Context: an optimization exercise on an open-source flow, tuned for small area, a short achievable clock period and few clock cycles per item. The choices shown serve that exercise and are no tape-out recipe. No functional check of the RTL was part of any run shown here.

==> flow/config.mk <==
export PLATFORM = sky130hd
export DESIGN_NAME = LASER
export DESIGN_NICKNAME = LASER
export VERILOG_FILES = /design/flow/design.v
export SDC_FILE = /design/flow/constraint.sdc
export NUM_CORES = 4
export LEC_CHECK = 0
export CAP_MARGIN = 20
export CORE_MARGIN = 2
export CORE_UTILIZATION = 40
export SLEW_MARGIN = 20
==> flow/constraint.sdc <==
create_clock -name core_clock -period 6.0 [get_ports {CLK}]
set_input_delay 1.2000 -clock core_clock [delete_from_list [all_inputs] [get_ports {CLK}]]
set_output_delay 1.2000 -clock core_clock [all_outputs]
set_load 0.01 [all_outputs]
==> flow/design.v <==
module LASER (
input CLK,
input RST,
input [3:0] X,
input [3:0] Y,
output reg [3:0] C1X,
output reg [3:0] C1Y,
output reg [3:0] C2X,
output reg [3:0] C2Y,
output reg DONE);
localparam [10:0] NREAD  = 11'd40;      
localparam [10:0] LAST1  = 11'd2039;    
localparam [10:0] LASTC  = 11'd2041;    
function [9:0] lfsr_step;
  input [9:0] v;
  input integer n;
  integer k;
  begin
    lfsr_step = v;
    for (k = 0; k < n; k = k + 1)
      lfsr_step = {lfsr_step[8:0], lfsr_step[9] ^ lfsr_step[6]};
  end
endfunction
reg  [9:0]  V;
reg  [10:0] cnt;
wire        rd    = (cnt < NREAD);
wire        s1    = ~rd & (cnt <= LAST1);               
wire        s2    = (cnt > NREAD) & (cnt <= LAST1 + 11'd1);  
wire        last  = (cnt == LASTC);
wire [9:0]  V1    = lfsr_step(V, 1);
wire [9:0]  V42   = lfsr_step(V, 42);
wire [9:0]  VD    = lfsr_step(V, 41);      
always @(posedge CLK) begin
  if (RST) begin
    V   <= 10'h1;
    cnt <= 11'd0;
  end else begin
    V   <= s1 ? V42 : V1;
    cnt <= last ? 11'd0 : cnt + 11'd1;
  end
end
always @(posedge CLK) begin
  if (RST) DONE <= 1'b0;
  else     DONE <= (cnt == LASTC - 11'd1);
end
reg [7:0] P [0:39];
integer i;
always @(posedge CLK) begin
  P[0] <= rd ? {X, Y} : P[39];
  for (i = 1; i < 40; i = i + 1)
    P[i] <= P[i-1];
end
function [3:0] mv;
  input [3:0] b;
  input       up;
  input       st1;                 
  reg   [4:0] sum;
  begin
    if (up) begin
      sum = {1'b0, b} + (st1 ? 5'd1 : 5'd2);
      mv  = sum[4] ? 4'd15 : sum[3:0];
    end else begin
      sum = {1'b0, b} - (st1 ? 5'd1 : 5'd2);
      mv  = sum[4] ? 4'd0 : sum[3:0];
    end
  end
endfunction
function [15:0] mv4;
  input [15:0] b;
  input [9:0]  q;
  begin
    mv4 = {mv(b[15:12], q[0], q[5]), mv(b[11:8], q[3], q[5]),
           mv(b[7:4],   q[5], q[5]), mv(b[3:0],  q[9], q[5])};
  end
endfunction
function [3:0] cls;
  input [3:0] p, c;
  reg [4:0] d, k;
  integer b;
  begin
    k[0] = 1'b1;
    for (b = 0; b < 4; b = b + 1) begin
      d[b]   = p[b] ^ ~c[b] ^ k[b];
      k[b+1] = (p[b] & ~c[b]) | (p[b] & k[b]) | (~c[b] & k[b]);
    end
    d[4] = ~k[4];
    cls[0] = ~|d;
    cls[1] = (~d[4] & ~d[3] & ~d[2] & ~(d[1] & d[0])) | (d[4] & d[3] & d[2] & d[1]);
    cls[2] = (~d[4] & ~d[3] & ~d[2]) | (d[4] & d[3] & d[2] & (d[1] | d[0]));
    cls[3] = (~d[4] & ~d[3] & (~d[2] | ~(d[1] | d[0]))) | (d[4] & d[3] & d[2]);
  end
endfunction
function cov1;
  input [3:0] px, py, cx, cy;
  reg [3:0] a, b;
  begin
    a = cls(px, cx);
    b = cls(py, cy);
    cov1 = (a[3] & b[0]) | (a[2] & b[1]) | (a[1] & b[2]) | (a[0] & b[3]);
  end
endfunction
function cov2;
  input [7:0]  p;
  input [15:0] t;
  begin
    cov2 = cov1(p[7:4], p[3:0], t[15:12], t[11:8]) | cov1(p[7:4], p[3:0], t[7:4], t[3:0]);
  end
endfunction
localparam [15:0] INIT = {4'd0, 4'd0, 4'd8, 4'd8};
reg        dec;                
reg [15:0] Ar, Br;             
reg [15:0] T2, X2;             
reg [5:0]  prev, best;
reg        rndr;               
wire [15:0] tp  = dec ? Ar : Br;           
wire [15:0] xp  = dec ? T2 : X2;           
wire [15:0] mA1 = mv4(Ar, V);
wire [15:0] mA2 = mv4(Br, V);
wire [15:0] mB1 = mv4(T2, V);
wire [15:0] mB2 = mv4(X2, V);
wire [15:0] A   = dec ? mA1 : mA2;         
wire [15:0] B   = dec ? mB1 : mB2;         
always @(posedge CLK) begin
  if (rd) begin
    Ar <= INIT; Br <= INIT; T2 <= INIT; X2 <= INIT;
  end else begin
    Ar <= A; Br <= B; T2 <= tp; X2 <= xp;
  end
  rndr <= (VD < 10'd150);
end
reg [39:0] hitA, hitB;
integer j;
always @(*)
  for (j = 0; j < 40; j = j + 1) begin
    hitA[j] = cov2(P[j], A);
    hitB[j] = cov2(P[j], B);
  end
wire [5:0] caA, cbA, caB, cbB;
wire A_s1 = hitA[0] ^ hitA[1] ^ hitA[2];
wire A_s2 = (hitA[0] & hitA[1]) | (hitA[0] & hitA[2]) | (hitA[1] & hitA[2]);
wire A_s3 = hitA[3] ^ hitA[4] ^ hitA[5];
wire A_s4 = (hitA[3] & hitA[4]) | (hitA[3] & hitA[5]) | (hitA[4] & hitA[5]);
wire A_s5 = hitA[6] ^ hitA[7] ^ hitA[8];
wire A_s6 = (hitA[6] & hitA[7]) | (hitA[6] & hitA[8]) | (hitA[7] & hitA[8]);
wire A_s7 = hitA[9] ^ hitA[10] ^ hitA[11];
wire A_s8 = (hitA[9] & hitA[10]) | (hitA[9] & hitA[11]) | (hitA[10] & hitA[11]);
wire A_s9 = hitA[12] ^ hitA[13] ^ hitA[14];
wire A_s10 = (hitA[12] & hitA[13]) | (hitA[12] & hitA[14]) | (hitA[13] & hitA[14]);
wire A_s11 = hitA[15] ^ hitA[16] ^ hitA[17];
wire A_s12 = (hitA[15] & hitA[16]) | (hitA[15] & hitA[17]) | (hitA[16] & hitA[17]);
wire A_s13 = hitA[18] ^ hitA[19] ^ hitA[20];
wire A_s14 = (hitA[18] & hitA[19]) | (hitA[18] & hitA[20]) | (hitA[19] & hitA[20]);
wire A_s15 = hitA[21] ^ hitA[22] ^ hitA[23];
wire A_s16 = (hitA[21] & hitA[22]) | (hitA[21] & hitA[23]) | (hitA[22] & hitA[23]);
wire A_s17 = hitA[24] ^ hitA[25] ^ hitA[26];
wire A_s18 = (hitA[24] & hitA[25]) | (hitA[24] & hitA[26]) | (hitA[25] & hitA[26]);
wire A_s19 = hitA[27] ^ hitA[28] ^ hitA[29];
wire A_s20 = (hitA[27] & hitA[28]) | (hitA[27] & hitA[29]) | (hitA[28] & hitA[29]);
wire A_s21 = hitA[30] ^ hitA[31] ^ hitA[32];
wire A_s22 = (hitA[30] & hitA[31]) | (hitA[30] & hitA[32]) | (hitA[31] & hitA[32]);
wire A_s23 = hitA[33] ^ hitA[34] ^ hitA[35];
wire A_s24 = (hitA[33] & hitA[34]) | (hitA[33] & hitA[35]) | (hitA[34] & hitA[35]);
wire A_s25 = hitA[36] ^ hitA[37] ^ hitA[38];
wire A_s26 = (hitA[36] & hitA[37]) | (hitA[36] & hitA[38]) | (hitA[37] & hitA[38]);
wire A_s27 = A_s1 ^ A_s3 ^ A_s5;
wire A_s28 = (A_s1 & A_s3) | (A_s1 & A_s5) | (A_s3 & A_s5);
wire A_s29 = A_s7 ^ A_s9 ^ A_s11;
wire A_s30 = (A_s7 & A_s9) | (A_s7 & A_s11) | (A_s9 & A_s11);
wire A_s31 = A_s13 ^ A_s15 ^ A_s17;
wire A_s32 = (A_s13 & A_s15) | (A_s13 & A_s17) | (A_s15 & A_s17);
wire A_s33 = A_s19 ^ A_s21 ^ A_s23;
wire A_s34 = (A_s19 & A_s21) | (A_s19 & A_s23) | (A_s21 & A_s23);
wire A_s35 = A_s2 ^ A_s4 ^ A_s6;
wire A_s36 = (A_s2 & A_s4) | (A_s2 & A_s6) | (A_s4 & A_s6);
wire A_s37 = A_s8 ^ A_s10 ^ A_s12;
wire A_s38 = (A_s8 & A_s10) | (A_s8 & A_s12) | (A_s10 & A_s12);
wire A_s39 = A_s14 ^ A_s16 ^ A_s18;
wire A_s40 = (A_s14 & A_s16) | (A_s14 & A_s18) | (A_s16 & A_s18);
wire A_s41 = A_s20 ^ A_s22 ^ A_s24;
wire A_s42 = (A_s20 & A_s22) | (A_s20 & A_s24) | (A_s22 & A_s24);
wire A_s43 = A_s27 ^ A_s29 ^ A_s31;
wire A_s44 = (A_s27 & A_s29) | (A_s27 & A_s31) | (A_s29 & A_s31);
wire A_s45 = A_s33 ^ A_s25 ^ hitA[39];
wire A_s46 = (A_s33 & A_s25) | (A_s33 & hitA[39]) | (A_s25 & hitA[39]);
wire A_s47 = A_s28 ^ A_s30 ^ A_s32;
wire A_s48 = (A_s28 & A_s30) | (A_s28 & A_s32) | (A_s30 & A_s32);
wire A_s49 = A_s34 ^ A_s35 ^ A_s37;
wire A_s50 = (A_s34 & A_s35) | (A_s34 & A_s37) | (A_s35 & A_s37);
wire A_s51 = A_s39 ^ A_s41 ^ A_s26;
wire A_s52 = (A_s39 & A_s41) | (A_s39 & A_s26) | (A_s41 & A_s26);
wire A_s53 = A_s36 ^ A_s38 ^ A_s40;
wire A_s54 = (A_s36 & A_s38) | (A_s36 & A_s40) | (A_s38 & A_s40);
wire A_s55 = prA2 ^ prA3 ^ prA4;
wire A_s56 = (prA2 & prA3) | (prA2 & prA4) | (prA3 & prA4);
wire A_s57 = prA7 ^ prA8 ^ prA9;
wire A_s58 = (prA7 & prA8) | (prA7 & prA9) | (prA8 & prA9);
wire A_s59 = A_s55 ^ prA5 ^ prA6;
wire A_s60 = (A_s55 & prA5) | (A_s55 & prA6) | (prA5 & prA6);
wire A_s61 = A_s56 ^ A_s57 ^ prA10;
wire A_s62 = (A_s56 & A_s57) | (A_s56 & prA10) | (A_s57 & prA10);
wire A_s63 = A_s60 ^ A_s61 ^ prA11;
wire A_s64 = (A_s60 & A_s61) | (A_s60 & prA11) | (A_s61 & prA11);
wire A_s65 = A_s62 ^ A_s58 ^ prA12;
wire A_s66 = (A_s62 & A_s58) | (A_s62 & prA12) | (A_s58 & prA12);
reg prA0;
reg prA1;
reg prA2;
reg prA3;
reg prA4;
reg prA5;
reg prA6;
reg prA7;
reg prA8;
reg prA9;
reg prA10;
reg prA11;
reg prA12;
always @(posedge CLK) begin
  prA0 <= A_s43;
  prA1 <= A_s45;
  prA2 <= A_s44;
  prA3 <= A_s46;
  prA4 <= A_s47;
  prA5 <= A_s49;
  prA6 <= A_s51;
  prA7 <= A_s48;
  prA8 <= A_s50;
  prA9 <= A_s52;
  prA10 <= A_s53;
  prA11 <= A_s42;
  prA12 <= A_s54;
end
assign caA = {1'b0, A_s66, A_s64, A_s63, A_s59, prA0};
assign cbA = {1'b0, 1'b0, A_s65, 1'b0, 1'b0, prA1};
wire B_s1 = hitB[0] ^ hitB[1] ^ hitB[2];
wire B_s2 = (hitB[0] & hitB[1]) | (hitB[0] & hitB[2]) | (hitB[1] & hitB[2]);
wire B_s3 = hitB[3] ^ hitB[4] ^ hitB[5];
wire B_s4 = (hitB[3] & hitB[4]) | (hitB[3] & hitB[5]) | (hitB[4] & hitB[5]);
wire B_s5 = hitB[6] ^ hitB[7] ^ hitB[8];
wire B_s6 = (hitB[6] & hitB[7]) | (hitB[6] & hitB[8]) | (hitB[7] & hitB[8]);
wire B_s7 = hitB[9] ^ hitB[10] ^ hitB[11];
wire B_s8 = (hitB[9] & hitB[10]) | (hitB[9] & hitB[11]) | (hitB[10] & hitB[11]);
wire B_s9 = hitB[12] ^ hitB[13] ^ hitB[14];
wire B_s10 = (hitB[12] & hitB[13]) | (hitB[12] & hitB[14]) | (hitB[13] & hitB[14]);
wire B_s11 = hitB[15] ^ hitB[16] ^ hitB[17];
wire B_s12 = (hitB[15] & hitB[16]) | (hitB[15] & hitB[17]) | (hitB[16] & hitB[17]);
wire B_s13 = hitB[18] ^ hitB[19] ^ hitB[20];
wire B_s14 = (hitB[18] & hitB[19]) | (hitB[18] & hitB[20]) | (hitB[19] & hitB[20]);
wire B_s15 = hitB[21] ^ hitB[22] ^ hitB[23];
wire B_s16 = (hitB[21] & hitB[22]) | (hitB[21] & hitB[23]) | (hitB[22] & hitB[23]);
wire B_s17 = hitB[24] ^ hitB[25] ^ hitB[26];
wire B_s18 = (hitB[24] & hitB[25]) | (hitB[24] & hitB[26]) | (hitB[25] & hitB[26]);
wire B_s19 = hitB[27] ^ hitB[28] ^ hitB[29];
wire B_s20 = (hitB[27] & hitB[28]) | (hitB[27] & hitB[29]) | (hitB[28] & hitB[29]);
wire B_s21 = hitB[30] ^ hitB[31] ^ hitB[32];
wire B_s22 = (hitB[30] & hitB[31]) | (hitB[30] & hitB[32]) | (hitB[31] & hitB[32]);
wire B_s23 = hitB[33] ^ hitB[34] ^ hitB[35];
wire B_s24 = (hitB[33] & hitB[34]) | (hitB[33] & hitB[35]) | (hitB[34] & hitB[35]);
wire B_s25 = hitB[36] ^ hitB[37] ^ hitB[38];
wire B_s26 = (hitB[36] & hitB[37]) | (hitB[36] & hitB[38]) | (hitB[37] & hitB[38]);
wire B_s27 = B_s1 ^ B_s3 ^ B_s5;
wire B_s28 = (B_s1 & B_s3) | (B_s1 & B_s5) | (B_s3 & B_s5);
wire B_s29 = B_s7 ^ B_s9 ^ B_s11;
wire B_s30 = (B_s7 & B_s9) | (B_s7 & B_s11) | (B_s9 & B_s11);
wire B_s31 = B_s13 ^ B_s15 ^ B_s17;
wire B_s32 = (B_s13 & B_s15) | (B_s13 & B_s17) | (B_s15 & B_s17);
wire B_s33 = B_s19 ^ B_s21 ^ B_s23;
wire B_s34 = (B_s19 & B_s21) | (B_s19 & B_s23) | (B_s21 & B_s23);
wire B_s35 = B_s2 ^ B_s4 ^ B_s6;
wire B_s36 = (B_s2 & B_s4) | (B_s2 & B_s6) | (B_s4 & B_s6);
wire B_s37 = B_s8 ^ B_s10 ^ B_s12;
wire B_s38 = (B_s8 & B_s10) | (B_s8 & B_s12) | (B_s10 & B_s12);
wire B_s39 = B_s14 ^ B_s16 ^ B_s18;
wire B_s40 = (B_s14 & B_s16) | (B_s14 & B_s18) | (B_s16 & B_s18);
wire B_s41 = B_s20 ^ B_s22 ^ B_s24;
wire B_s42 = (B_s20 & B_s22) | (B_s20 & B_s24) | (B_s22 & B_s24);
wire B_s43 = B_s27 ^ B_s29 ^ B_s31;
wire B_s44 = (B_s27 & B_s29) | (B_s27 & B_s31) | (B_s29 & B_s31);
wire B_s45 = B_s33 ^ B_s25 ^ hitB[39];
wire B_s46 = (B_s33 & B_s25) | (B_s33 & hitB[39]) | (B_s25 & hitB[39]);
wire B_s47 = B_s28 ^ B_s30 ^ B_s32;
wire B_s48 = (B_s28 & B_s30) | (B_s28 & B_s32) | (B_s30 & B_s32);
wire B_s49 = B_s34 ^ B_s35 ^ B_s37;
wire B_s50 = (B_s34 & B_s35) | (B_s34 & B_s37) | (B_s35 & B_s37);
wire B_s51 = B_s39 ^ B_s41 ^ B_s26;
wire B_s52 = (B_s39 & B_s41) | (B_s39 & B_s26) | (B_s41 & B_s26);
wire B_s53 = B_s36 ^ B_s38 ^ B_s40;
wire B_s54 = (B_s36 & B_s38) | (B_s36 & B_s40) | (B_s38 & B_s40);
wire B_s55 = prB2 ^ prB3 ^ prB4;
wire B_s56 = (prB2 & prB3) | (prB2 & prB4) | (prB3 & prB4);
wire B_s57 = prB7 ^ prB8 ^ prB9;
wire B_s58 = (prB7 & prB8) | (prB7 & prB9) | (prB8 & prB9);
wire B_s59 = B_s55 ^ prB5 ^ prB6;
wire B_s60 = (B_s55 & prB5) | (B_s55 & prB6) | (prB5 & prB6);
wire B_s61 = B_s56 ^ B_s57 ^ prB10;
wire B_s62 = (B_s56 & B_s57) | (B_s56 & prB10) | (B_s57 & prB10);
wire B_s63 = B_s60 ^ B_s61 ^ prB11;
wire B_s64 = (B_s60 & B_s61) | (B_s60 & prB11) | (B_s61 & prB11);
wire B_s65 = B_s62 ^ B_s58 ^ prB12;
wire B_s66 = (B_s62 & B_s58) | (B_s62 & prB12) | (B_s58 & prB12);
reg prB0;
reg prB1;
reg prB2;
reg prB3;
reg prB4;
reg prB5;
reg prB6;
reg prB7;
reg prB8;
reg prB9;
reg prB10;
reg prB11;
reg prB12;
always @(posedge CLK) begin
  prB0 <= B_s43;
  prB1 <= B_s45;
  prB2 <= B_s44;
  prB3 <= B_s46;
  prB4 <= B_s47;
  prB5 <= B_s49;
  prB6 <= B_s51;
  prB7 <= B_s48;
  prB8 <= B_s50;
  prB9 <= B_s52;
  prB10 <= B_s53;
  prB11 <= B_s42;
  prB12 <= B_s54;
end
assign caB = {1'b0, B_s66, B_s64, B_s63, B_s59, prB0};
assign cbB = {1'b0, 1'b0, B_s65, 1'b0, 1'b0, prB1};
function gt3;
  input [5:0] a, b, r;
  reg [5:0] s, k;
  reg [6:0] t;
  begin
    s = a ^ b ^ ~r;
    k = (a & b) | (a & ~r) | (b & ~r);
    t = {1'b0, s} + {k, 1'b0};
    gt3 = t[6];
  end
endfunction
wire [5:0] cntA = caA + cbA;
wire [5:0] cntB = caB + cbB;
wire [5:0] cov  = dec ? cntA : cntB;
wire       acc  = (dec ? gt3(caA, cbA, prev) : gt3(caB, cbB, prev)) | rndr;
wire       bet  = dec ? gt3(caA, cbA, best) : gt3(caB, cbB, best);
wire [15:0] tr  = dec ? Ar : Br;           
always @(posedge CLK) begin
  dec <= s2 & acc;
  if (!s2) begin
    prev <= 6'd0;
    best <= 6'd0;
  end else begin
    if (acc) prev <= cov;
    if (bet) best <= cov;
  end
end
always @(posedge CLK) begin
  if (RST) begin
    C1X <= 4'd7; C1Y <= 4'd7;
    C2X <= 4'd7; C2Y <= 4'd7;
  end else if (s2 && bet) begin
    {C1X, C1Y, C2X, C2Y} <= tr;
  end
end
endmodule
==> flow/run.sh <==
#!/bin/bash
# synth_recipe.tcl (not shown) runs the flow's synth.tcl, then flattens the netlist and writes it again
# the make line also repeats each setting of config.mk as NAME=value (left out here)
make -C /OpenROAD-flow-scripts/flow DESIGN_CONFIG=/design/flow/config.mk WORK_HOME=/design/flow/orfs CLKGATE_MAP_FILE= SYNTH_SCRIPT=/design/flow/synth_recipe.tcl finish
==> impl_results.md, run 1 <==
- Hold Vio Cnt, Final: 0
- Top cell family by delay on the critical path: adder cells
- Most Frequent Cell on Critical Path: fa_1
- Syn. warnings: 2
- CP Buf/Inv Count: 5
- Routed wire length: 196700 um
- CTS tree: yes
- Adder-Cell Fraction of Synth Area: 43.92%
- Total of max-cap violations: 0
- Htree depth: 2
- Actual slew at the worst max-slew pin: 0.8868 ns
- Status: finished with violations
- Die H: 392.6 um
- Setup CP Type: flop to flop
- Hpwl dp: 147600 um
- Residual DRC: 0
- RSZ-0062 raised after global routing: yes
- Post-synth EDFFs: 0
- Routability cong.: 0.9325
- Max incr delay on CP: 0.68 ns
- Crit path cell chain: buf_12 -> ha_4 -> fa_1 -> a31o_2 -> mux4_4 -> buf_12 -> buf_12 -> fa_1 -> fa_1 -> inv_1 -> fa_1 -> o22ai_1 -> a211oi_2 -> a22oi_1 -> fa_2 -> fa_2 -> inv_1 -> fa_1
- DR pass1 iterations: 8
- #FFs+latches synth: 462
- Ys flop type: dfxtp_1
- Final WS setup: -0.1115 ns
- Grt ovf: 0
- Worst Skew: a little under 0.04 ns
- Combinational family with the most area after synthesis: adder cells
- Worst-skew pair later-pin latency: slightly above 0.7 ns
- Layout check fault list: negative setup slack
- DIE AREA: 0.1541 mm2
- Row count: 142
- Cells after Synth: 6280
- Seq/Total Area, Yosys: around 15%
- Nets: just over 8000
- Vias in the first global route: 49470
- Fmax: 163.6 MHz
- Final ANT Viol Nets: 0
- Slew Limit Headroom: 40.76%
- Final Instance Area: 0.07191 mm2
- Final setup TNS: -0.2790 ns
- Compound-cell area share of the yosys netlist: 12.86%
- Max Root-Sink Buffers: 3
- Reg clk slew, reported paths: around 0.060 ns
- Largest net degree at the start of global routing: 55
- Critical path launch point type: flop
- Root Driver: clkbuf_16
- Simple-gate portion of the synthesized area: 15.20%
- CP endpoint kind: flop
- Crit path max-delay cell type: mux4_4
- Mux cell area share after synthesis: 5.699%
- Area Overhead vs Synth: 19.05%
- Share of layout cells above drive strength 1: 15.78%
- Core Region: 0.1500 mm2
- Die width: 392.6 um
- Async SR Flop Fraction: 0%
- Slew Limit Fails: 0
- Port Buffers: 26
- Vias/cell: around 5.6
- Post-placement cell area: 0.06718 mm2
- First-pass GRT wire length: between 200000 and 300000 um
- Worst hold path class: flop to flop
- Netlist Area Pre-Place: 0.06040 mm2
- Req. time, crit path: 6.56 ns
- Via count: 49080
- Setup violations, final: 6
- CTS buffer count: 59
- Synth Area in XOR/XNOR: 0.5220%
- Yosys cell types: 72
- Initial DRC count: roughly 3600
- Arr. time, crit path: 6.67 ns
- All-Layer GR Usage: 25.52%
- Final worst path period need: ~6.1 ns
- Final worst path period share: 101.9%
- Initial Util: 40.28%
- Synth Area per Inst: just under 10 um2
- Largest fanout on the critical path: 7
- Wire per inst: 22.27 um
- Antenna violations before repair: 3
- IO Count: 27
- Post-synth net total: 7773
- CTS Sinks: 462
logic make-up after synthesis:
group	Yosys count
compound gates	1248
xor+xnor	36
fa+ha+maj	1483
buf+inv	1032
flops	462
mux	319
simple gates	1700
synth_stat cells (all sizes together) (21+ instances only):
| cell | number | area share [%] |
|---|---|---|
| fa | 1062 | 35 |
| inv | 964 | 6.0 |
| dfxtp | 462 | 15 |
| nor2 | 447 | 2.8 |
| ha | 421 | 8.7 |
| a21oi | 292 | 2.4 |
| o21ai | 281 | 2.3 |
| o22ai | 280 | 2.9 |
| nand2b | 263 | 2.7 |
| nand2 | 260 | 1.6 |
| mux2i | 213 | 3.5 |
| nor2b | 187 | 1.9 |
| nor3b | 183 | 2.3 |
| nand3b | 161 | 2.0 |
| a22oi | 123 | 1.5 |
| mux2 | 99 | 1.9 |
| nor3 | 91 | 0.76 |
| a211oi | 69 | 0.86 |
| clkbuf | 48 | 0.30 |
| a22o | 34 | 0.49 |
| a31oi | 31 | 0.32 |
| o2bb2ai | 29 | 0.42 |
| nand3 | 28 | 0.23 |
| xnor2 | 26 | 0.38 |
| nand4 | 24 | 0.25 |
| and2 | 21 | 0.22 |
| o221ai | 21 | 0.30 |
cell type report:
cell class              count  area (um2)
diodes                      1       2.502
clock buffers              76        1630
clock inverters            34       434.2
fillers                 13880       78050
inverters                 964        3635
multi-input cells        4786       48910
flip-flops and latches    462        9256
well taps                2016        2522
repair buffers            495        5514
stage by stage:
step	std cells	hold WS, ns	setup WS [ns]	utilization [%]
2_1_floorplan	6280	0.3308	-0.5438	-
3_3_place_gp	8632	0.3330	-0.2693	44.80
3_5_place_dp	8632	0.3363	-0.3201	44.80
4_1_cts	8803	0.3504	-0.08234	47.22
5_1_grt	8833	0.3528	-0.2294	47.95
6_report	8834	0.3479	-0.1115	47.95
final timing paths:
kind                                        from          endpoint  slack (ns)  depth (start not counted)
worst min-delay path            P[25][2]$_DFF_P_  P[26][2]$_DFF_P_        0.35                          0
worst max register to register   V[5]$_SDFF_PP0_      prA0$_DFF_P_       -0.11                         18
worst max-delay path             V[5]$_SDFF_PP0_      prA0$_DFF_P_       -0.11                         18
worst min register to register  P[25][2]$_DFF_P_  P[26][2]$_DFF_P_        0.35                          0
registers in the layout, summed over array words and instances (netlist names), 4 cells and up:
signal  count
Ar         16
Br         16
C2Y         4
C1X         4
cnt        11
V          10
T2         16
P         320
prev        6
best        6
X2         16
C1Y         4
C2X         4
placed cells by master (no fill, tap or decap), types with 18 or more instances in the layout:
cell | synthesis | final
inv_1 | 962 | 930
nand2b_1 | 262 | 262
nand4_1 | 24 | 24
ha_1 | 421 | 391
nor2_1 | 447 | 444
o221ai_1 | 21 | 18
a211oi_2 | 0 | 23
o2bb2ai_1 | 29 | 29
nand3b_1 | 161 | 161
mux2_2 | 87 | 86
a21oi_1 | 291 | 272
nor3b_1 | 183 | 139
dfxtp_1 | 462 | 460
a31oi_1 | 31 | 28
inv_2 | 2 | 33
buf_6 | 1 | 25
o21ai_0 | 280 | 251
fa_2 | 0 | 131
o22ai_1 | 280 | 272
mux2i_1 | 213 | 211
nor3_1 | 90 | 80
clkdlybuf4s50_1 | 0 | 26
xnor2_1 | 26 | 26
buf_4 | 1 | 322
nor2b_1 | 187 | 184
buf_12 | 1 | 104
a22oi_1 | 123 | 112
nand3_1 | 28 | 28
nor3b_2 | 0 | 44
a211oi_1 | 69 | 46
clkbuf_16 | 0 | 64
and2_1 | 21 | 21
nand2_1 | 260 | 254
a22o_1 | 34 | 26
fa_1 | 1062 | 931
worst reg2reg max path, delay by kind of cell, from the launching register on:
family,cells,cell delay (ns)
buffers and inverters,5,0.67
flip-flops,1,0.35
adder cells (fa/ha/maj),8,3.38
AO/OA/AOI/OAI,4,0.90
multiplexers,1,0.68
what timing repair did:
action                     CTS  global route
resized for setup          212           225
hold buffers                 0             0
gates cloned                 7             5
pin swaps                  101            78
setup endpoints to repair   22            22
buffers inserted            57            27
hold endpoints to repair     0             0
metal layers:
metal  track usage (%)  wire, um
met1             34.80     84220
met2             41.16     89720
met3             3.401     13430
met4             9.899      9361
met5                 0         0
==> run 2, diff against run 1 <==
--- a/flow/design.v
+++ b/flow/design.v
@@ -10,7 +10,7 @@
 output reg DONE);
 localparam [10:0] NREAD  = 11'd40;      
 localparam [10:0] LAST1  = 11'd2039;    
-localparam [10:0] LASTC  = 11'd2041;    
+localparam [10:0] LASTC  = 11'd2042;    
 function [9:0] lfsr_step;
   input [9:0] v;
   input integer n;
@@ -30,12 +30,13 @@
 wire [9:0]  V1    = lfsr_step(V, 1);
 wire [9:0]  V42   = lfsr_step(V, 42);
 wire [9:0]  VD    = lfsr_step(V, 41);      
+wire [9:0]  Vn    = s1 ? V42 : last ? V : V1;    
 always @(posedge CLK) begin
   if (RST) begin
     V   <= 10'h1;
     cnt <= 11'd0;
   end else begin
-    V   <= s1 ? V42 : V1;
+    V   <= Vn;
     cnt <= last ? 11'd0 : cnt + 11'd1;
   end
 end
@@ -110,22 +111,24 @@
 reg        dec;                
 reg [15:0] Ar, Br;             
 reg [15:0] T2, X2;             
+reg [15:0] MA1, MA2, MB1, MB2;  
 reg [5:0]  prev, best;
 reg        rndr;               
 wire [15:0] tp  = dec ? Ar : Br;           
 wire [15:0] xp  = dec ? T2 : X2;           
-wire [15:0] mA1 = mv4(Ar, V);
-wire [15:0] mA2 = mv4(Br, V);
-wire [15:0] mB1 = mv4(T2, V);
-wire [15:0] mB2 = mv4(X2, V);
-wire [15:0] A   = dec ? mA1 : mA2;         
-wire [15:0] B   = dec ? mB1 : mB2;         
+wire [15:0] A   = dec ? MA1 : MA2;         
+wire [15:0] B   = dec ? MB1 : MB2;         
 always @(posedge CLK) begin
   if (rd) begin
     Ar <= INIT; Br <= INIT; T2 <= INIT; X2 <= INIT;
   end else begin
     Ar <= A; Br <= B; T2 <= tp; X2 <= xp;
   end
+  if (rd) begin
+    MA1 <= mv4(INIT, Vn); MA2 <= mv4(INIT, Vn); MB1 <= mv4(INIT, Vn); MB2 <= mv4(INIT, Vn);
+  end else begin
+    MA1 <= mv4(A, Vn); MA2 <= mv4(B, Vn); MB1 <= mv4(tp, Vn); MB2 <= mv4(xp, Vn);
+  end
   rndr <= (VD < 10'd150);
 end
 reg [39:0] hitA, hitB;
@@ -343,24 +346,31 @@
 wire [5:0] cntB = caB + cbB;
 wire [5:0] cov  = dec ? cntA : cntB;
 wire       acc  = (dec ? gt3(caA, cbA, prev) : gt3(caB, cbB, prev)) | rndr;
-wire       bet  = dec ? gt3(caA, cbA, best) : gt3(caB, cbB, best);
-wire [15:0] tr  = dec ? Ar : Br;           
+reg [5:0]  cov3;               
+reg [15:0] t3;
+reg        s3;
 always @(posedge CLK) begin
   dec <= s2 & acc;
-  if (!s2) begin
+  if (!s2)
     prev <= 6'd0;
+  else if (acc)
+    prev <= cov;
+  cov3 <= cov;
+  t3   <= dec ? Ar : Br;
+  s3   <= s2;
+end
+always @(posedge CLK) begin
+  if (rd)
     best <= 6'd0;
-  end else begin
-    if (acc) prev <= cov;
-    if (bet) best <= cov;
-  end
+  else if (s3 && cov3 > best)
+    best <= cov3;
 end
 always @(posedge CLK) begin
   if (RST) begin
     C1X <= 4'd7; C1Y <= 4'd7;
     C2X <= 4'd7; C2Y <= 4'd7;
-  end else if (s2 && bet) begin
-    {C1X, C1Y, C2X, C2Y} <= tr;
+  end else if (s3 && cov3 > best) begin
+    {C1X, C1Y, C2X, C2Y} <= t3;
   end
 end
 endmodule
==> run 2 against run 1 <==
  * The run now finishes clean
  * Non-clock buffer count down 331
  * Core utilization fell by 3.5 points
  * Hold slack got worse by 0.032 ns
  * Maximum frequency up 7.8%
  * Global-route usage shrank 2.1 points
  * Wire length fell by 4.0%
  * Critical path depth fell by 3
  * Clock skew up 0.0074 ns
  * First-iteration DRC count up 8.8%
  * Design area shrank 1.0%
==> impl_results.md, run 2 <==
- Arr. time, crit path: 6.23 ns (was 6.67 ns)
- Storage cell area: 0.01099 mm2 (was 0.009256 mm2)
- Htree depth: 3 (was 2)
- Yosys top cell area share: 33.01% (was 35.20%)
- Final worst path period share: 94.48% (was 101.9%)
- Top cells by count, synth: inv_1 (1446), fa_1 (1060), dfxtp_1 (549), nor2_1 (460), o21ai_0 (447) (was fa_1 (1062), inv_1 (962), dfxtp_1 (462), nor2_1 (447), ha_1 (421))
- Reg-to-Reg End: prB0$_DFF_P_ (was prA0$_DFF_P_)
- Finished Layout Cells: 9368 (was 8834)
- Post-CTS setup buffer count: 0 (was 57)
- #FFs+latches synth: 549 (was 462)
- Hold Vio Cnt, Final: 0 (unchanged)
- Max incr delay on CP: 0.68 ns (about the same)
- Grt met3 use: 2.700% (was 3.401%)
- Post-synth EDFFs: 0 (unchanged)
- Slew Limit Headroom: 29.21% (was 40.76%)
- Total of max-cap violations: 0 (unchanged)
- Final worst path period need: 5.669 ns (was 6.112 ns)
- Placed Instances: 9241 (was 8632)
- Initial DRC count: 3904 (was 3587)
- RR Startpoint: dec$_DFF_P_ (was V[5]$_SDFF_PP0_)
- Reg-to-reg setup timing slack: 0.33 ns (was -0.11 ns)
- Syn. warnings: 2 (unchanged)
- IO Count: 27 (unchanged)
- Hold EP: P[27][6]$_DFF_P_ (was P[26][2]$_DFF_P_)
- CP Buf/Inv Count: 5 (unchanged)
- Root Driver: clkbuf_16 (unchanged)
- Crit path cell chain: buf_4 -> mux2i_4 -> buf_12 -> fa_1 -> inv_1 -> fa_1 -> inv_1 -> fa_1 -> mux2i_1 -> nor3_1 -> a31oi_1 -> fa_1 -> fa_1 -> inv_1 -> fa_1 (was buf_12 -> ha_4 -> fa_1 -> a31o_2 -> mux4_4 -> buf_12 -> buf_12 -> fa_1 -> fa_1 -> inv_1 -> fa_1 -> o22ai_1 -> a211oi_2 -> a22oi_1 -> fa_2 -> fa_2 -> inv_1 -> fa_1)
- Fmax: 176.4 MHz (was 163.6 MHz)
- Multi-input gate area: 0.04776 mm2 (was 0.04891 mm2)
- Top cell family by delay on the critical path: adder cells (unchanged)
- Antenna violations before repair: 2 (was 3)
- Crit path max-delay cell type: mux2i_4 (was mux4_4)
- Ys flop type: dfxtp_1 (unchanged)
- Req. time, crit path: 6.57 ns (was 6.56 ns)
- Wire per inst: 20.16 um (was 22.27 um)
- Biggest register: P (unchanged)
- First-pass GRT wire length: 292900 um (was 297300 um)
- Final Instance Area: 0.07118 mm2 (was 0.07191 mm2)
- CTS Sinks: 549 (was 462)
- Final ANT Viol Nets: 0 (unchanged)
- Async SR Flop Fraction: 0% (unchanged)
- CTS tree: yes (unchanged)
- Fillcell total: 15420 (was 13880)
- Most frequent cells in the layout: inv_1 (1426), fa_1 (1060), dfxtp_1 (548), nor2_1 (460), o21ai_0 (447) (was fa_1 (931), inv_1 (930), dfxtp_1 (460), nor2_1 (444), ha_1 (391))
- Most common cell in the netlist: inv_1 (was fa_1)
- CP endpoint kind: flop (unchanged)
- DIE AREA: 0.1639 mm2 (was 0.1541 mm2)
- Min-delay src: P[26][6]$_DFF_P_ (was P[25][2]$_DFF_P_)
- Routed wire length: 188800 um (was 196700 um)
- Reg clk slew, reported paths: 0.06 ns (about the same)
- Area Overhead vs Synth: 10.73% (was 19.05%)
- Seq/Total Area, Yosys: 17.10% (was 15.31%)
- All-Layer GR Usage: 23.43% (was 25.52%)
- Worst r2r path cells: 15 (was 18)
- Nets: 8710 (was 8261)
- Initial Util: 40.17% (was 40.28%)
- RSZ-0062 raised after global routing: no (was yes)
- Post-synth net total: 8535 (was 7773)
- Most Frequent Cell on Critical Path: fa_1 (unchanged)
- Critical path launch point type: flop (unchanged)
- Hpwl dp: 140200 um (was 147600 um)
- Die H: 404.9 um (was 392.6 um)
- Die width: 404.9 um (was 392.6 um)
- Core Region: 0.1600 mm2 (was 0.1500 mm2)
- Residual DRC: 0 (unchanged)
- Cells taking the most area after synthesis: fa_1 (33%), dfxtp_1 (17%), inv_1 (8.4%), ha_1 (8.1%), mux2i_1 (3.6%) (was fa_1 (35%), dfxtp_1 (15%), ha_1 (8.7%), inv_1 (6.0%), mux2i_1 (3.5%))
- DR pass1 iterations: 6 (was 8)
- Yosys cell types: 84 (was 72)
- Synth Area per Inst: 9.116 um2 (was 9.618 um2)
- WHS Path Cells: 0 (unchanged)
- Max Root-Sink Buffers: 3 (unchanged)
- Worst Skew: 0.04617 ns (was 0.03875 ns)
- Setup violations, final: 0 (was 6)
- Cells after Synth: 7051 (was 6280)
- Post-CTS sizing: 0 (was 212)
- Routability cong.: 0.8932 (was 0.9325)
- Setup CP Type: flop to flop (unchanged)
- Worst hold path class: flop to flop (unchanged)
- Largest net degree at the start of global routing: 57 (was 55)
- Port Buffers: 26 (unchanged)
- Post-placement cell area: 0.06873 mm2 (was 0.06718 mm2)
- Status: finished clean (was finished with violations)
- Largest fanout on the critical path: 20 (was 7)
- Row count: 147 (was 142)
- Final setup TNS: 0 ns (was -0.2790 ns)
- Area leader, netlist: fa_1 (unchanged)
- Share of layout cells above drive strength 1: 5.603% (was 15.78%)
- Slew Limit Fails: 0 (unchanged)
- Vias in the first global route: 49710 (was 49470)
- Actual slew at the worst max-slew pin: 1.040 ns (was 0.8868 ns)
- GRT Max-Usage Layer: met2 (unchanged)
- Commonest non-fill, non-tap cell in the layout: inv_1 (was fa_1)
- GR Layer Usage met2: 38.80% (was 41.16%)
- CTS buffer count: 69 (was 59)
- Grt ovf: 0 (unchanged)
- M1 GR Usage: 32.32% (was 34.80%)
- Number of flip-flops in the largest register: 320 (unchanged)
- Via count: 50110 (was 49080)
- Vias/cell: 5.349 (was 5.555)
- Netlist Area Pre-Place: 0.06428 mm2 (was 0.06040 mm2)
- Worst-skew pair later-pin latency: 0.69 ns (was 0.71 ns)
- Antenna Cells: 0 (was 1)
- CTS Hold Buffers Added: 0 (unchanged)
## run 2: cell count changes in the layout (fill, tap and decap cells not counted), moves of 153 or more
cell / delta
o22ai_1: -158
buf_4: -232
nand2b_1: -171
o21ai_0: +196
nor2b_1: +153
inv_1: +496
## run 2: cell families after synthesis
kind of cell / Yosys count / synth area share (%)
AOI/OAI and AO/OA: 1296 / 12.08
muxes: 312 / 5.061
xor gates and xnor gates: 47 / 0.6404
DFF: 549 / 17.10
adders and majority gates: 1474 / 41.07
and+or+nand+nor: 1866 / 15.15
buffers and inverters: 1507 / 8.903
## run 2: worst register-to-register path, stage by stage, from the launching register on
cell	delay (ns)
dfxtp_4	0.57
buf_4	0.42
mux2i_4	0.69
buf_12	0.32
fa_1	0.24
inv_1	0.05
fa_1	0.35
inv_1	0.08
fa_1	0.43
mux2i_1	0.18
nor3_1	0.06
a31oi_1	0.35
fa_1	0.62
fa_1	0.64
inv_1	0.10
fa_1	0.46
## run 2: final cells by class
cell class                      count  area share, %
Multi-Input combinational cell   4995          67.10
Timing Repair Buffer              164          2.665
Clock buffer                       92          2.760
Sequential cell                   549          15.45
Tap cell                         2086          3.667
Inverter                         1447          7.691
Clock inverter                     35         0.6750
## run 2: metrics by stage
step | worst slack (ns) | hold slack (ns) | utilization [%]
2_1_floorplan | -0.02231 | 0.3308 | -
3_3_place_gp | 0.3900 | 0.3356 | 42.95
3_5_place_dp | 0.3530 | 0.3370 | 42.95
4_1_cts | 0.2725 | 0.3120 | 44.48
5_1_grt | 0.1206 | 0.3263 | 44.48
6_report | 0.3315 | 0.3160 | 44.48
## run 2: worst max-delay path by stage
stage	startpoint	endpoint	slack, ns	cells past startpoint
final	dec$_DFF_P_	prB0$_DFF_P_	0.33	15
after global routing	dec$_DFF_P_	prA0$_DFF_P_	0.12	19
after CTS	dec$_DFF_P_	prB0$_DFF_P_	0.27	15
after detailed placement	dec$_DFF_P_	prB0$_DFF_P_	0.35	15
after global placement	dec$_DFF_P_	prB0$_DFF_P_	0.39	15
after floorplan	dec$_DFF_P_	prB0$_DFF_P_	-0.02	18
## run 2: layer usage
layer	vias to the layer above	share of wire, %
met4	0	2.8
met5	-	0
met3	281	5.8
met1	24930	45
met2	1399	47
li1	23500	-
==> run 3, diff against run 2 <==
--- a/flow/design.v
+++ b/flow/design.v
@@ -181,30 +181,30 @@
 wire A_s40 = (A_s14 & A_s16) | (A_s14 & A_s18) | (A_s16 & A_s18);
 wire A_s41 = A_s20 ^ A_s22 ^ A_s24;
 wire A_s42 = (A_s20 & A_s22) | (A_s20 & A_s24) | (A_s22 & A_s24);
-wire A_s43 = A_s27 ^ A_s29 ^ A_s31;
-wire A_s44 = (A_s27 & A_s29) | (A_s27 & A_s31) | (A_s29 & A_s31);
-wire A_s45 = A_s33 ^ A_s25 ^ hitA[39];
-wire A_s46 = (A_s33 & A_s25) | (A_s33 & hitA[39]) | (A_s25 & hitA[39]);
-wire A_s47 = A_s28 ^ A_s30 ^ A_s32;
-wire A_s48 = (A_s28 & A_s30) | (A_s28 & A_s32) | (A_s30 & A_s32);
-wire A_s49 = A_s34 ^ A_s35 ^ A_s37;
-wire A_s50 = (A_s34 & A_s35) | (A_s34 & A_s37) | (A_s35 & A_s37);
-wire A_s51 = A_s39 ^ A_s41 ^ A_s26;
-wire A_s52 = (A_s39 & A_s41) | (A_s39 & A_s26) | (A_s41 & A_s26);
-wire A_s53 = A_s36 ^ A_s38 ^ A_s40;
-wire A_s54 = (A_s36 & A_s38) | (A_s36 & A_s40) | (A_s38 & A_s40);
-wire A_s55 = prA2 ^ prA3 ^ prA4;
-wire A_s56 = (prA2 & prA3) | (prA2 & prA4) | (prA3 & prA4);
-wire A_s57 = prA7 ^ prA8 ^ prA9;
-wire A_s58 = (prA7 & prA8) | (prA7 & prA9) | (prA8 & prA9);
-wire A_s59 = A_s55 ^ prA5 ^ prA6;
-wire A_s60 = (A_s55 & prA5) | (A_s55 & prA6) | (prA5 & prA6);
-wire A_s61 = A_s56 ^ A_s57 ^ prA10;
-wire A_s62 = (A_s56 & A_s57) | (A_s56 & prA10) | (A_s57 & prA10);
-wire A_s63 = A_s60 ^ A_s61 ^ prA11;
-wire A_s64 = (A_s60 & A_s61) | (A_s60 & prA11) | (A_s61 & prA11);
-wire A_s65 = A_s62 ^ A_s58 ^ prA12;
-wire A_s66 = (A_s62 & A_s58) | (A_s62 & prA12) | (A_s58 & prA12);
+wire A_s43 = prA0 ^ prA1 ^ prA2;
+wire A_s44 = (prA0 & prA1) | (prA0 & prA2) | (prA1 & prA2);
+wire A_s45 = prA3 ^ prA4 ^ prA5;
+wire A_s46 = (prA3 & prA4) | (prA3 & prA5) | (prA4 & prA5);
+wire A_s47 = prA6 ^ prA7 ^ prA8;
+wire A_s48 = (prA6 & prA7) | (prA6 & prA8) | (prA7 & prA8);
+wire A_s49 = prA9 ^ prA10 ^ prA11;
+wire A_s50 = (prA9 & prA10) | (prA9 & prA11) | (prA10 & prA11);
+wire A_s51 = prA12 ^ prA13 ^ prA14;
+wire A_s52 = (prA12 & prA13) | (prA12 & prA14) | (prA13 & prA14);
+wire A_s53 = prA15 ^ prA16 ^ prA17;
+wire A_s54 = (prA15 & prA16) | (prA15 & prA17) | (prA16 & prA17);
+wire A_s55 = A_s44 ^ A_s46 ^ A_s47;
+wire A_s56 = (A_s44 & A_s46) | (A_s44 & A_s47) | (A_s46 & A_s47);
+wire A_s57 = A_s48 ^ A_s50 ^ A_s52;
+wire A_s58 = (A_s48 & A_s50) | (A_s48 & A_s52) | (A_s50 & A_s52);
+wire A_s59 = A_s55 ^ A_s49 ^ A_s51;
+wire A_s60 = (A_s55 & A_s49) | (A_s55 & A_s51) | (A_s49 & A_s51);
+wire A_s61 = A_s56 ^ A_s57 ^ A_s53;
+wire A_s62 = (A_s56 & A_s57) | (A_s56 & A_s53) | (A_s57 & A_s53);
+wire A_s63 = A_s60 ^ A_s61 ^ prA18;
+wire A_s64 = (A_s60 & A_s61) | (A_s60 & prA18) | (A_s61 & prA18);
+wire A_s65 = A_s62 ^ A_s58 ^ A_s54;
+wire A_s66 = (A_s62 & A_s58) | (A_s62 & A_s54) | (A_s58 & A_s54);
 reg prA0;
 reg prA1;
 reg prA2;
@@ -218,23 +218,35 @@
 reg prA10;
 reg prA11;
 reg prA12;
+reg prA13;
+reg prA14;
+reg prA15;
+reg prA16;
+reg prA17;
+reg prA18;
 always @(posedge CLK) begin
-  prA0 <= A_s43;
-  prA1 <= A_s45;
-  prA2 <= A_s44;
-  prA3 <= A_s46;
-  prA4 <= A_s47;
-  prA5 <= A_s49;
-  prA6 <= A_s51;
-  prA7 <= A_s48;
-  prA8 <= A_s50;
-  prA9 <= A_s52;
-  prA10 <= A_s53;
-  prA11 <= A_s42;
-  prA12 <= A_s54;
+  prA0 <= A_s27;
+  prA1 <= A_s29;
+  prA2 <= A_s31;
+  prA3 <= A_s33;
+  prA4 <= A_s25;
+  prA5 <= hitA[39];
+  prA6 <= A_s28;
+  prA7 <= A_s30;
+  prA8 <= A_s32;
+  prA9 <= A_s34;
+  prA10 <= A_s35;
+  prA11 <= A_s37;
+  prA12 <= A_s39;
+  prA13 <= A_s41;
+  prA14 <= A_s26;
+  prA15 <= A_s36;
+  prA16 <= A_s38;
+  prA17 <= A_s40;
+  prA18 <= A_s42;
 end
-assign caA = {1'b0, A_s66, A_s64, A_s63, A_s59, prA0};
-assign cbA = {1'b0, 1'b0, A_s65, 1'b0, 1'b0, prA1};
+assign caA = {1'b0, A_s66, A_s64, A_s63, A_s59, A_s43};
+assign cbA = {1'b0, 1'b0, A_s65, 1'b0, 1'b0, A_s45};
 wire B_s1 = hitB[0] ^ hitB[1] ^ hitB[2];
 wire B_s2 = (hitB[0] & hitB[1]) | (hitB[0] & hitB[2]) | (hitB[1] & hitB[2]);
 wire B_s3 = hitB[3] ^ hitB[4] ^ hitB[5];
@@ -277,30 +289,30 @@
 wire B_s40 = (B_s14 & B_s16) | (B_s14 & B_s18) | (B_s16 & B_s18);
 wire B_s41 = B_s20 ^ B_s22 ^ B_s24;
 wire B_s42 = (B_s20 & B_s22) | (B_s20 & B_s24) | (B_s22 & B_s24);
-wire B_s43 = B_s27 ^ B_s29 ^ B_s31;
-wire B_s44 = (B_s27 & B_s29) | (B_s27 & B_s31) | (B_s29 & B_s31);
-wire B_s45 = B_s33 ^ B_s25 ^ hitB[39];
-wire B_s46 = (B_s33 & B_s25) | (B_s33 & hitB[39]) | (B_s25 & hitB[39]);
-wire B_s47 = B_s28 ^ B_s30 ^ B_s32;
-wire B_s48 = (B_s28 & B_s30) | (B_s28 & B_s32) | (B_s30 & B_s32);
-wire B_s49 = B_s34 ^ B_s35 ^ B_s37;
-wire B_s50 = (B_s34 & B_s35) | (B_s34 & B_s37) | (B_s35 & B_s37);
-wire B_s51 = B_s39 ^ B_s41 ^ B_s26;
-wire B_s52 = (B_s39 & B_s41) | (B_s39 & B_s26) | (B_s41 & B_s26);
-wire B_s53 = B_s36 ^ B_s38 ^ B_s40;
-wire B_s54 = (B_s36 & B_s38) | (B_s36 & B_s40) | (B_s38 & B_s40);
-wire B_s55 = prB2 ^ prB3 ^ prB4;
-wire B_s56 = (prB2 & prB3) | (prB2 & prB4) | (prB3 & prB4);
-wire B_s57 = prB7 ^ prB8 ^ prB9;
-wire B_s58 = (prB7 & prB8) | (prB7 & prB9) | (prB8 & prB9);
-wire B_s59 = B_s55 ^ prB5 ^ prB6;
-wire B_s60 = (B_s55 & prB5) | (B_s55 & prB6) | (prB5 & prB6);
-wire B_s61 = B_s56 ^ B_s57 ^ prB10;
-wire B_s62 = (B_s56 & B_s57) | (B_s56 & prB10) | (B_s57 & prB10);
-wire B_s63 = B_s60 ^ B_s61 ^ prB11;
-wire B_s64 = (B_s60 & B_s61) | (B_s60 & prB11) | (B_s61 & prB11);
-wire B_s65 = B_s62 ^ B_s58 ^ prB12;
-wire B_s66 = (B_s62 & B_s58) | (B_s62 & prB12) | (B_s58 & prB12);
+wire B_s43 = prB0 ^ prB1 ^ prB2;
+wire B_s44 = (prB0 & prB1) | (prB0 & prB2) | (prB1 & prB2);
+wire B_s45 = prB3 ^ prB4 ^ prB5;
+wire B_s46 = (prB3 & prB4) | (prB3 & prB5) | (prB4 & prB5);
+wire B_s47 = prB6 ^ prB7 ^ prB8;
+wire B_s48 = (prB6 & prB7) | (prB6 & prB8) | (prB7 & prB8);
+wire B_s49 = prB9 ^ prB10 ^ prB11;
+wire B_s50 = (prB9 & prB10) | (prB9 & prB11) | (prB10 & prB11);
+wire B_s51 = prB12 ^ prB13 ^ prB14;
+wire B_s52 = (prB12 & prB13) | (prB12 & prB14) | (prB13 & prB14);
+wire B_s53 = prB15 ^ prB16 ^ prB17;
+wire B_s54 = (prB15 & prB16) | (prB15 & prB17) | (prB16 & prB17);
+wire B_s55 = B_s44 ^ B_s46 ^ B_s47;
+wire B_s56 = (B_s44 & B_s46) | (B_s44 & B_s47) | (B_s46 & B_s47);
+wire B_s57 = B_s48 ^ B_s50 ^ B_s52;
+wire B_s58 = (B_s48 & B_s50) | (B_s48 & B_s52) | (B_s50 & B_s52);
+wire B_s59 = B_s55 ^ B_s49 ^ B_s51;
+wire B_s60 = (B_s55 & B_s49) | (B_s55 & B_s51) | (B_s49 & B_s51);
+wire B_s61 = B_s56 ^ B_s57 ^ B_s53;
+wire B_s62 = (B_s56 & B_s57) | (B_s56 & B_s53) | (B_s57 & B_s53);
+wire B_s63 = B_s60 ^ B_s61 ^ prB18;
+wire B_s64 = (B_s60 & B_s61) | (B_s60 & prB18) | (B_s61 & prB18);
+wire B_s65 = B_s62 ^ B_s58 ^ B_s54;
+wire B_s66 = (B_s62 & B_s58) | (B_s62 & B_s54) | (B_s58 & B_s54);
 reg prB0;
 reg prB1;
 reg prB2;
@@ -314,23 +326,35 @@
 reg prB10;
 reg prB11;
 reg prB12;
+reg prB13;
+reg prB14;
+reg prB15;
+reg prB16;
+reg prB17;
+reg prB18;
 always @(posedge CLK) begin
-  prB0 <= B_s43;
-  prB1 <= B_s45;
-  prB2 <= B_s44;
-  prB3 <= B_s46;
-  prB4 <= B_s47;
-  prB5 <= B_s49;
-  prB6 <= B_s51;
-  prB7 <= B_s48;
-  prB8 <= B_s50;
-  prB9 <= B_s52;
-  prB10 <= B_s53;
-  prB11 <= B_s42;
-  prB12 <= B_s54;
+  prB0 <= B_s27;
+  prB1 <= B_s29;
+  prB2 <= B_s31;
+  prB3 <= B_s33;
+  prB4 <= B_s25;
+  prB5 <= hitB[39];
+  prB6 <= B_s28;
+  prB7 <= B_s30;
+  prB8 <= B_s32;
+  prB9 <= B_s34;
+  prB10 <= B_s35;
+  prB11 <= B_s37;
+  prB12 <= B_s39;
+  prB13 <= B_s41;
+  prB14 <= B_s26;
+  prB15 <= B_s36;
+  prB16 <= B_s38;
+  prB17 <= B_s40;
+  prB18 <= B_s42;
 end
-assign caB = {1'b0, B_s66, B_s64, B_s63, B_s59, prB0};
-assign cbB = {1'b0, 1'b0, B_s65, 1'b0, 1'b0, prB1};
+assign caB = {1'b0, B_s66, B_s64, B_s63, B_s59, B_s43};
+assign cbB = {1'b0, 1'b0, B_s65, 1'b0, 1'b0, B_s45};
 function gt3;
   input [5:0] a, b, r;
   reg [5:0] s, k;
==> run 3 against run 2 <==
  * Clock skew increased by 0.020 ns
  * Setup slack gained 0.26 ns
  * Sequential cell count grew 12
  * Synthesized area is 0.38% higher
  * Hold slack worse by 0.0061 ns
  * Sequential share of layout area up 0.24 points
  * Cell count is 1.3% higher
  * Count of clock-buffer cells in the layout increased by 2
  * Design area up 0.59%
  * Critical path type unchanged
==> impl_results.md, run 3 <==
- Reg-to-reg setup timing slack: 0.59 ns (was 0.33 ns)
- Final worst path period share: 90.20% (was 94.48%)
- Routability cong.: 0.9402 (was 0.8932)
- Residual DRC: 0 (unchanged)
- Worst Skew: 0.06636 ns (was 0.04617 ns)
- Arr. time, crit path: 6.01 ns (was 6.23 ns)
- Actual slew at the worst max-slew pin: 1.044 ns (was 1.040 ns)
- Met3 wire len: 12190 um (was 11000 um)
- Grt ovf: 0 (unchanged)
- Post-synth EDFFs: 0 (unchanged)
- Htree depth: 3 (unchanged)
- Biggest register: P (unchanged)
- Worst hold path class: flop to flop (unchanged)
- Hold EP: P[38][0]$_DFF_P_ (was P[27][6]$_DFF_P_)
- Req. time, crit path: 6.59 ns (was 6.57 ns)
- Cells taking the most area after synthesis: fa_1 (33%), dfxtp_1 (17%), inv_1 (8.2%), ha_1 (8.0%), o21ai_0 (3.9%) (was fa_1 (33%), dfxtp_1 (17%), inv_1 (8.4%), ha_1 (8.1%), mux2i_1 (3.6%))
- CTS Sinks: 561 (was 549)
- Slew Limit Headroom: 30.22% (was 29.21%)
- Hold Vio Cnt, Final: 0 (unchanged)
- First-pass GRT wire length: 301100 um (was 292900 um)
- RSZ-0062 raised after global routing: no (unchanged)
- Crit path max-delay cell type: dfxtp_4 (was mux2i_4)
- Die H: 405.6 um (was 404.9 um)
- Min-delay src: P[37][0]$_DFF_P_ (was P[26][6]$_DFF_P_)
- Final WS setup: 0.5878 ns (was 0.3315 ns)
- Most common cell in the netlist: inv_1 (unchanged)
- Max incr delay on CP: 0.71 ns (was 0.68 ns)
- #FFs+latches synth: 561 (was 549)
- Final Util: 44.64% (was 44.48%)
- Worst r2r path cells: 16 (was 15)
- Finished Layout Cells: 9494 (was 9368)
- Antenna Cells: 0 (unchanged)
- Share of layout cells above drive strength 1: 5.018% (was 5.603%)
- CTS tree: yes (unchanged)
- Synth Area per Inst: 9.093 um2 (was 9.116 um2)
- Row count: 147 (unchanged)
- Most frequent cells in the layout: inv_1 (1397), fa_1 (1060), dfxtp_1 (560), o21ai_0 (503), nor2_1 (459) (was inv_1 (1426), fa_1 (1060), dfxtp_1 (548), nor2_1 (460), o21ai_0 (447))
- Initial DRC count: 3788 (was 3904)
- Reg-to-Reg End: prB2$_DFF_P_ (was prB0$_DFF_P_)
- DIE AREA: 0.1645 mm2 (was 0.1639 mm2)
- Syn. warnings: 2 (unchanged)
- Fillcell total: 15320 (was 15420)
- Placed Instances: 9353 (was 9241)
- Area leader, netlist: fa_1 (unchanged)
- Reg clk slew, reported paths: 0.06 ns (about the same)
- Area Overhead vs Synth: 10.96% (was 10.73%)
- Dpl ws: 0.6444 ns (was 0.3530 ns)
- Status: finished clean (unchanged)
- Top cells by count, synth: inv_1 (1417), fa_1 (1060), dfxtp_1 (561), o21ai_0 (503), nor2_1 (459) (was inv_1 (1446), fa_1 (1060), dfxtp_1 (549), nor2_1 (460), o21ai_0 (447))
- Critical path launch point type: flop (unchanged)
- Port Buffers: 26 (unchanged)
- Seq/Total Area, Yosys: 17.41% (was 17.10%)
- IO Count: 27 (unchanged)
- Async SR Flop Fraction: 0% (unchanged)
- Slew Limit Fails: 0 (unchanged)
- Wire per inst: 20.56 um (was 20.16 um)
- Number of flip-flops in the largest register: 320 (unchanged)
- Fmax: 184.8 MHz (was 176.4 MHz)
- Worst-skew pair later-pin latency: 0.71 ns (was 0.69 ns)
- Post-CTS sizing: 0 (unchanged)
- Vias in the first global route: 50130 (was 49710)
- Cells after Synth: 7096 (was 7051)
- Routed wire length: 195200 um (was 188800 um)
- Nets: 8755 (was 8710)
- Largest net degree at the start of global routing: 82 (was 57)
- Highest Signal Layer: met5 (was met4)
- CTS buffer count: 76 (was 69)
- Core Region: 0.1604 mm2 (was 0.1600 mm2)
- Via count: 50820 (was 50110)
- Post-CTS setup buffer count: 0 (unchanged)
- Setup CP Type: flop to flop (unchanged)
- Initial Util: 40.23% (was 40.17%)
- Most Frequent Cell on Critical Path: fa_1 (unchanged)
- Met2 wire length: 89470 um (was 88150 um)
- Die width: 405.6 um (was 404.9 um)
- WHS Path Cells: 0 (unchanged)
- Commonest non-fill, non-tap cell in the layout: inv_1 (unchanged)
- Vias/cell: 5.353 (was 5.349)
- Netlist Area Pre-Place: 0.06452 mm2 (was 0.06428 mm2)
- Final worst path period need: 5.412 ns (was 5.669 ns)
- Wl on met1: 86470 um (was 84390 um)
- Post-synth net total: 8580 (was 8535)
- Hpwl dp: 144400 um (was 140200 um)
- Crit path cell chain: buf_12 -> mux2i_1 -> clkinv_2 -> buf_12 -> ha_1 -> inv_1 -> fa_1 -> fa_1 -> inv_1 -> fa_1 -> mux2_2 -> nor3_1 -> a31oi_1 -> fa_1 -> inv_1 -> fa_1 (was buf_4 -> mux2i_4 -> buf_12 -> fa_1 -> inv_1 -> fa_1 -> inv_1 -> fa_1 -> mux2i_1 -> nor3_1 -> a31oi_1 -> fa_1 -> fa_1 -> inv_1 -> fa_1)
- Ys flop type: dfxtp_1 (unchanged)
- Setup violations, final: 0 (unchanged)
- Antenna violations before repair: 2 (unchanged)
- Yosys top cell area share: 32.89% (was 33.01%)
- Root Driver: clkbuf_16 (unchanged)
- CTS Hold Buffers Added: 0 (unchanged)
- Yosys cell types: 76 (was 84)
- Final ANT Viol Nets: 0 (unchanged)
- Largest fanout on the critical path: 53 (was 20)
- Total of max-cap violations: 0 (unchanged)
- CP endpoint kind: flop (unchanged)
- DR pass1 iterations: 6 (unchanged)
- All-Layer GR Usage: 24.15% (was 23.43%)
- Max Root-Sink Buffers: 3 (unchanged)
- Hold Worst Slack: 0.3099 ns (was 0.3160 ns)
- RR Startpoint: dec$_DFF_P_ (unchanged)
run 3: cell count changes in the layout (fill, tap and decap cells not counted), sizes merged, moves of 15 or more:
cell    change
a21oi      -44
inv        -28
mux2       -32
nand2      +47
nand3b     +15
nor3       -19
nor4       -17
o21ai      +58
run 3: per-layer routing:
layer  vias to the layer above  track usage, %
li1                      23700               -
met4                         4           7.768
met5                         -               0
met2                      1575           39.05
met3                       341           3.084
met1                     25210           33.52
run 3: how the worst max path moves through the flow:
| stage | startpoint | to | slack, ns | depth (start not counted) |
|---|---|---|---|---|
| 4_1_cts | dec$_DFF_P_ | prB1$_DFF_P_ | 0.61 | 17 |
| 5_1_grt | dec$_DFF_P_ | prB0$_DFF_P_ | 0.38 | 16 |
| 3_3_place_gp | dec$_DFF_P_ | prA2$_DFF_P_ | 0.77 | 13 |
| 2_1_floorplan | dec$_DFF_P_ | prB0$_DFF_P_ | -0.04 | 18 |
| 6_report | dec$_DFF_P_ | prB2$_DFF_P_ | 0.59 | 16 |
| 3_5_place_dp | dec$_DFF_P_ | prB2$_DFF_P_ | 0.64 | 16 |
run 3: area by class of cell:
type	instances	area, um2	area share, %
inverter	1418	5363	7.490
clock buffer	94	2079	2.904
sequential	561	11230	15.69
clock inverter	47	644.4	0.9000
tap	2160	2703	3.775
multi-input combinational	5059	47890	66.89
timing repair buffer	155	1682	2.349
run 3: kinds of logic after synthesis:
family | share of synthesized area (%)
and+or+nand+nor | 15.56
buffers and inverters | 8.641
adders and majority gates | 40.92
AOI/OAI and AO/OA | 12.30
DFF | 17.41
muxes | 4.576
xor gates and xnor gates | 0.5972
run 3: critical path, delay by kind of cell (launching register included):
kind,cells,cell delay [ns]
AOI/OAI and AO/OA,1,0.25
adders and majority gates,6,2.06
buffers and inverters,6,1.27
DFF,1,0.71
muxes,2,0.76
and+or+nand+nor,1,0.18
run 3: metrics by stage:
stage	TNS, ns	cell area (um2)
finish	0	71600
global route	0	71600
CTS	0	71600
detailed placement	0	68870
global placement	0	68830
floorplan	-0.08566	64670

## separate check: timing with driven ports
The flow's constraints put no driver on any port. The routed layouts listed below were extracted and timed again, unchanged, in two steps. Step 1 sets driving cells, clkbuf_16 on the clock port and buf_2 on the other inputs (assumed; they add their load-dependent delay and slew). Step 2 times the ports against the registers' clock, not the clock port: input delays grow and output delays shrink by t, the midpoint of the rising clock arrivals with the driver on. Three values: ideal, step 1, step 2; two values: the first two.
| run | shift t [ns] | slack for setup (ns) | worst setup path at the end | clock arrival spread, ns | pins driven straight from the clock port |
|---|---|---|---|---|---|
| run 1 | 0.772 | -0.112 / -0.112 / -0.112 | register to register | 0.047 / 0.047 | 1 |
| run 2 | 0.753 | 0.331 / 0.331 / 0.331 | register to register | 0.060 / 0.060 | 1 |
| run 3 | 0.778 | 0.588 / 0.588 / 0.588 | register to register | 0.090 / 0.089 | 1 |
